From an optimization exercise on the open Yosys and OpenROAD flow, aimed at small area; shortcuts taken in it are not production practice. In this exercise RTL edits were held to simulation tests only and were not proved equivalent to the original. Power is estimated from default activity; no workload was simulated.

==> run Y <==
==> flow/design.v <==
module BlockROM16(
    input      [7:0]  addr,
    output reg [15:0] data
);
always @(*) begin
    case (addr)
        8'd1: data = 16'h0001;
        8'd2: data = 16'h00CF;
        8'd4: data = 16'h00C1;
        8'd5: data = 16'h0030;
        8'd6: data = 16'h00ED;
        8'd7: data = 16'h0064;
        8'd8: data = 16'h0003;
        8'd9: data = 16'h0012;
        8'd10: data = 16'h0081;
        8'd11: data = 16'h00E8;
        8'd12: data = 16'h0085;
        8'd13: data = 16'h0010;
        8'd14: data = 16'h007A;
        8'd15: data = 16'h00CB;
        8'd16: data = 16'h0039;
        8'd17: data = 16'h002C;
        8'd19: data = 16'h0034;
        8'd20: data = 16'h0002;
        8'd21: data = 16'h00F7;
        8'd22: data = 16'h0020;
        8'd23: data = 16'h00EA;
        8'd26: data = 16'h00C0;
        8'd27: data = 16'h001B;
        8'd28: data = 16'h00C1;
        8'd29: data = 16'h0001;
        8'd30: data = 16'h00C5;
        8'd31: data = 16'h0030;
        8'd32: data = 16'h0030;
        8'd33: data = 16'h00C7;
        8'd34: data = 16'h00B7;
        8'd35: data = 16'h0036;
        8'd36: data = 16'h0048;
        8'd37: data = 16'h003A;
        8'd38: data = 16'h0055;
        8'd39: data = 16'h00B1;
        8'd41: data = 16'h001A;
        8'd42: data = 16'h00B6;
        8'd43: data = 16'h000A;
        8'd44: data = 16'h00A2;
        8'd45: data = 16'h00F2;
        8'd47: data = 16'h0026;
        8'd48: data = 16'h0001;
        8'd49: data = 16'h00E0;
        8'd50: data = 16'h000F;
        8'd51: data = 16'h002A;
        8'd52: data = 16'h0028;
        8'd53: data = 16'h0008;
        8'd54: data = 16'h000E;
        8'd55: data = 16'h0008;
        8'd56: data = 16'h0054;
        8'd57: data = 16'h00A9;
        8'd58: data = 16'h0043;
        8'd59: data = 16'h000A;
        8'd60: data = 16'h000F;
        8'd65: data = 16'h00E1;
        8'd67: data = 16'h0015;
        8'd68: data = 16'h0017;
        8'd69: data = 16'h0007;
        8'd70: data = 16'h0011;
        8'd71: data = 16'h0006;
        8'd72: data = 16'h002B;
        8'd73: data = 16'h0056;
        8'd74: data = 16'h003C;
        8'd75: data = 16'h0005;
        8'd76: data = 16'h0010;
        8'd77: data = 16'h000F;
        8'd78: data = 16'h003F;
        8'd79: data = 16'h003F;
        8'd80: data = 16'h000F;
        8'd81: data = 16'h002B;
        8'd84: data = 16'h0001;
        8'd85: data = 16'h003F;
        8'd86: data = 16'h002A;
        8'd90: data = 16'h00EF;
        8'd91: data = 16'h0011;
        8'd92: data = 16'h0029;
        8'd93: data = 16'h0036;
        8'd94: data = 16'h0008;
        8'd95: data = 16'h002A;
        8'd99: data = 16'h00EF;
        8'd100: data = 16'h002B;
        8'd103: data = 16'h0001;
        8'd104: data = 16'h003F;
        8'd105: data = 16'h002C;
        8'd106: data = 16'hF800;
        8'd107: data = 16'hFFFF;
        8'd108: data = 16'h002A;
        8'd112: data = 16'h0014;
        8'd113: data = 16'h002B;
        8'd117: data = 16'h0014;
        8'd118: data = 16'h002C;
        8'd119: data = 16'hFFE0;
        8'd121: data = 16'h002C;
        8'd122: data = 16'hF800;
        8'd123: data = 16'hFFFF;
        default: data = 16'h0000;
    endcase
end
endmodule
module BlockROM1(
    input      [7:0] addr,
    output reg       data
);
always @(*) begin
    case (addr)
        8'd1: data = 1'b1;
        8'd3: data = 1'b1;
        8'd4: data = 1'b1;
        8'd5: data = 1'b1;
        8'd7: data = 1'b1;
        8'd8: data = 1'b1;
        8'd9: data = 1'b1;
        8'd10: data = 1'b1;
        8'd12: data = 1'b1;
        8'd13: data = 1'b1;
        8'd14: data = 1'b1;
        8'd16: data = 1'b1;
        8'd17: data = 1'b1;
        8'd18: data = 1'b1;
        8'd19: data = 1'b1;
        8'd20: data = 1'b1;
        8'd22: data = 1'b1;
        8'd24: data = 1'b1;
        8'd25: data = 1'b1;
        8'd27: data = 1'b1;
        8'd29: data = 1'b1;
        8'd31: data = 1'b1;
        8'd32: data = 1'b1;
        8'd34: data = 1'b1;
        8'd36: data = 1'b1;
        8'd38: data = 1'b1;
        8'd40: data = 1'b1;
        8'd41: data = 1'b1;
        8'd43: data = 1'b1;
        8'd44: data = 1'b1;
        8'd46: data = 1'b1;
        8'd48: data = 1'b1;
        8'd50: data = 1'b1;
        8'd51: data = 1'b1;
        8'd52: data = 1'b1;
        8'd53: data = 1'b1;
        8'd54: data = 1'b1;
        8'd55: data = 1'b1;
        8'd56: data = 1'b1;
        8'd57: data = 1'b1;
        8'd58: data = 1'b1;
        8'd59: data = 1'b1;
        8'd60: data = 1'b1;
        8'd61: data = 1'b1;
        8'd62: data = 1'b1;
        8'd63: data = 1'b1;
        8'd64: data = 1'b1;
        8'd66: data = 1'b1;
        8'd67: data = 1'b1;
        8'd68: data = 1'b1;
        8'd69: data = 1'b1;
        8'd70: data = 1'b1;
        8'd71: data = 1'b1;
        8'd72: data = 1'b1;
        8'd73: data = 1'b1;
        8'd74: data = 1'b1;
        8'd75: data = 1'b1;
        8'd76: data = 1'b1;
        8'd77: data = 1'b1;
        8'd78: data = 1'b1;
        8'd79: data = 1'b1;
        8'd80: data = 1'b1;
        8'd82: data = 1'b1;
        8'd83: data = 1'b1;
        8'd84: data = 1'b1;
        8'd85: data = 1'b1;
        8'd87: data = 1'b1;
        8'd88: data = 1'b1;
        8'd89: data = 1'b1;
        8'd90: data = 1'b1;
        8'd94: data = 1'b1;
        8'd96: data = 1'b1;
        8'd97: data = 1'b1;
        8'd98: data = 1'b1;
        8'd99: data = 1'b1;
        8'd101: data = 1'b1;
        8'd102: data = 1'b1;
        8'd103: data = 1'b1;
        8'd104: data = 1'b1;
        8'd106: data = 1'b1;
        8'd107: data = 1'b1;
        8'd109: data = 1'b1;
        8'd110: data = 1'b1;
        8'd111: data = 1'b1;
        8'd112: data = 1'b1;
        8'd114: data = 1'b1;
        8'd115: data = 1'b1;
        8'd116: data = 1'b1;
        8'd117: data = 1'b1;
        8'd119: data = 1'b1;
        8'd120: data = 1'b1;
        8'd122: data = 1'b1;
        8'd123: data = 1'b1;
        8'd124: data = 1'b1;
        8'd125: data = 1'b1;
        8'd127: data = 1'b1;
        8'd128: data = 1'b1;
        8'd129: data = 1'b1;
        8'd130: data = 1'b1;
        8'd132: data = 1'b1;
        8'd133: data = 1'b1;
        default: data = 1'b0;
    endcase
end
endmodule
module LCD_instance(
    input                 clk,
    input                 rstn,
    input       [3:0]     col,
    output      [3:0]     row,
    output                LCD_CS,
    output                LCD_RST,
    output                LCD_RS,
    output                LCD_WR,
    output                LCD_RD,
    output       [15:0]   LCD_DATA,
    output                LCD_BLK
);
assign LCD_RST = rstn;
assign LCD_RD  = 1'b1;
assign LCD_BLK = 1'b1;
reg [11:0] scnt;             
reg        sclk;             
wire       scan_end = (scnt == 12'd1316);           
wire [11:0] scnt_step = {scnt[10:0], ~(scnt[11] ^ scnt[10])};
always @(posedge clk) begin
    if (!rstn) begin
        scnt <= 12'd0;
        sclk <= 1'b0;
    end else if (scan_end) begin
        scnt <= 12'd0;
        sclk <= ~sclk;
    end else begin
        scnt <= scnt_step;
    end
end
reg [1:0] ridx;              
always @(posedge clk or negedge rstn) begin
    if (!rstn)                 ridx <= 2'd0;
    else if (scan_end & ~sclk) ridx <= ridx + 1'b1;
end
assign row = ~(4'b0001 << ridx);
wire sample = scan_end & sclk & (ridx == 2'd0);
wire kphase = (scnt == 12'd1048) & sclk & (ridx == 2'd2);   
reg [5:0] kc0, kc1;
always @(posedge clk or negedge rstn) begin
    if (!rstn) begin
        kc0 <= 6'd0;
        kc1 <= 6'd0;
    end else if (sample) begin
        kc0 <= col[0] ? 6'd0 : (kc0 == 6'd59) ? kc0 : {kc0[4:0], ~(kc0[5] ^ kc0[0])};
        kc1 <= col[1] ? 6'd0 : (kc1 == 6'd59) ? kc1 : {kc1[4:0], ~(kc1[5] ^ kc1[0])};
    end
end
wire kp0 = kphase & (kc0 == 6'd61);
wire kp1 = kphase & (kc1 == 6'd61);
reg         Initial_finish;
reg         crst;            
reg  [7:0]  L;               
reg  [10:0] H;               
reg         rep;             
wire [10:0] H_step = {H[9:0], ~(H[10] ^ H[1])};
wire        H_300  = (H == 11'd952);     
wire        H_400  = (H == 11'd1553);    
wire        H_1999 = (H == 11'd1152);    
wire       kill    = Initial_finish & ~crst;
wire [7:0] addr_nc = (~Initial_finish & rep) ? 8'd106 : L;
wire [7:0] addr    = kill ? 8'd107 : addr_nc;
wire color_finish = (addr == 8'd120);
wire clear_finish = (addr == 8'd133);
reg       wact;
reg [1:0] wph;
wire      addr_en = wact & (wph == 2'd3);
wire      write_en;
wire      w_en    = Initial_finish ? write_en : kp0;
wire      w_stop  = Initial_finish & (color_finish | clear_finish);
wire      if_set  = ~Initial_finish & ~rep & (L == 8'd107);
always @(posedge clk or negedge rstn) begin
    if (!rstn) begin
        wact <= 1'b0;
        wph  <= 2'd0;
    end else if (if_set) begin
        wact <= 1'b0;
        wph  <= 2'd0;
    end else if (wact) begin
        wph <= wph + 1'b1;
        if ((wph == 2'd3) & w_stop) wact <= 1'b0;
    end else if (w_en) begin
        wact <= 1'b1;
    end
end
assign LCD_CS = ~wact;
assign LCD_WR = ~(wact & (wph == 2'd1));
always @(posedge clk or negedge rstn) begin
    if (!rstn)       Initial_finish <= 1'b0;
    else if (if_set) Initial_finish <= 1'b1;
end
localparam S_IDLE = 3'd0;
localparam S_CWE  = 3'd1;
localparam S_CW   = 3'd2;
localparam S_DLY  = 3'd3;
localparam S_CCE  = 3'd4;
localparam S_CC   = 3'd5;
localparam S_AC   = 3'd6;
reg [2:0] cst, nst;
wire delay_finish = H_1999;
always @(*) begin
    case (cst)
        S_IDLE: nst = (kp1 & Initial_finish) ? S_CWE : S_IDLE;
        S_AC:   nst = S_CWE;
        S_CWE:  nst = S_CW;
        S_CW:   nst = color_finish ? S_DLY : S_CW;
        S_DLY:  nst = delay_finish ? S_CCE : S_DLY;
        S_CCE:  nst = S_CC;
        S_CC:   nst = clear_finish ? S_AC : S_CC;
        default: nst = S_IDLE;
    endcase
end
always @(posedge clk or negedge rstn) begin
    if (!rstn) cst <= S_IDLE;
    else       cst <= nst;
end
always @(negedge clk or negedge rstn) begin
    if (!rstn) crst <= 1'b0;
    else       crst <= ~((cst == S_IDLE) | (cst == S_AC) | (cst == 3'd7));    
end
assign write_en = ((cst == S_IDLE) & kp1 & Initial_finish) | (cst == S_AC) | ((cst == S_DLY) & delay_finish);    
wire L_inc  = addr_en;
wire [7:0] L_p1 = L + 1'b1;
wire rep_c = (L == 8'd119) | (L == 8'd132);
always @(posedge clk or negedge rstn) begin
    if (!rstn) begin
        L   <= 8'd0;
        H   <= 11'd0;
        rep <= 1'b0;
    end else if (Initial_finish) begin
        if (!crst) begin
            L <= 8'd107;
            H <= 11'd0;
        end else begin
            if (cst == S_DLY)
                H <= H_step;
            else if (rep_c)
                H <= addr_en ? (H_400 ? 11'd0 : H_step) : H;
            else
                H <= 11'd0;
            if (addr_en) begin
                if (rep_c & ~H_400) L <= L;
                else if (L == 8'd133) L <= 8'd107;
                else L <= L_p1;
            end
        end
    end else if (addr_en) begin
        L <= L_p1;
        if (L == 8'd255) H <= H_step;
        if (L == 8'd105) rep <= ~H_300;
    end
end
reg [3:0] ci, ri;
always @(posedge clk or negedge rstn) begin
    if (!rstn) begin
        ci <= 4'd0;
        ri <= 4'd0;
    end else if ((cst == S_CC) & clear_finish) begin    
        if (ci == 4'd11) begin
            ci <= 4'd0;
            ri <= ri + 1'b1;
        end else begin
            ci <= ci + 1'b1;
        end
    end
end
wire [7:0] col_start = {ci, 4'b0} + {2'b0, ci, 2'b0};
wire [7:0] col_end   = col_start + 8'd19;
wire [8:0] row_start = {1'b0, ri, 4'b0} + {3'b0, ri, 2'b0};
wire [8:0] row_end   = row_start + 9'd19;
reg [7:0] addr_q;
always @(posedge clk) addr_q <= addr;
wire [15:0] B_DATA;
BlockROM16 BlockROM_Data(.addr(addr_q), .data(B_DATA));
BlockROM1  BlockROM_Flag(.addr(addr_q), .data(LCD_RS));
reg [15:0] data_nc;
always @(*) begin
    case (addr_nc)
        8'd108, 8'd121: data_nc = 16'h002A;
        8'd109, 8'd122: data_nc = 16'h0000;
        8'd110, 8'd123: data_nc = {8'b0, col_start};
        8'd111, 8'd124: data_nc = 16'h0000;
        8'd112, 8'd125: data_nc = {8'b0, col_end};
        8'd113, 8'd126: data_nc = 16'h002B;
        8'd114, 8'd127: data_nc = {15'b0, row_start[8]};
        8'd115, 8'd128: data_nc = {8'b0, row_start[7:0]};
        8'd116, 8'd129: data_nc = {15'b0, row_end[8]};
        8'd117, 8'd130: data_nc = {8'b0, row_end[7:0]};
        8'd118, 8'd131: data_nc = 16'h002C;
        8'd119, 8'd120: data_nc = 16'hFFE0;
        8'd132, 8'd133: data_nc = 16'hF800;
        default:        data_nc = B_DATA;
    endcase
end
assign LCD_DATA = kill ? B_DATA : data_nc;
endmodule
==> flow/run.sh <==
#!/bin/bash
# synth_recipe.tcl (not shown) runs the flow's synth.tcl, then flattens the netlist and writes it again
# the make line also repeats each setting of config.mk as NAME=value (left out here)
make -C /OpenROAD-flow-scripts/flow DESIGN_CONFIG=/design/flow/config.mk WORK_HOME=/design/flow/orfs CLKGATE_MAP_FILE= SYNTH_SCRIPT=/design/flow/synth_recipe.tcl finish
==> flow/config.mk <==
export PLATFORM = sky130hd
export DESIGN_NAME = LCD_instance
export DESIGN_NICKNAME = LCD_instance
export VERILOG_FILES = /design/flow/design.v
export SDC_FILE = /design/flow/constraint.sdc
export NUM_CORES = 4
export LEC_CHECK = 0
export ABC_AREA = 1
export CAP_MARGIN = 20
export CORE_MARGIN = 2
export CORE_UTILIZATION = 40
export SLEW_MARGIN = 20
==> flow/constraint.sdc <==
create_clock -name core_clock -period 10.0 [get_ports {clk}]
set_input_delay 2.0000 -clock core_clock [delete_from_list [all_inputs] [get_ports {clk}]]
set_output_delay 2.0000 -clock core_clock [all_outputs]
set_load 0.01 [all_outputs]
==> inputs of run X, as changes to run Y <==
- CORE_UTILIZATION: 40 -> 70
==> summary of the runs <==
Of run X and run Y, run X has the higher utilization (gap 32 points).
In sequential power, run X and run Y hardly differ.
Of run X and run Y, run Y has the higher non-clock buffer count (gap 2).
Combinational power is about the same in run Y and run X.
Worst hold slack: run Y is lower than run X (4.9 ps).
In run X the clock-buffer cell count is higher than in run Y, by 2.
Against run X, the first-iteration DRC count of run Y is lower by 3.3%.
Between run Y and run X, the lower cell count is in run X (gap 9.1%, measured against run X).
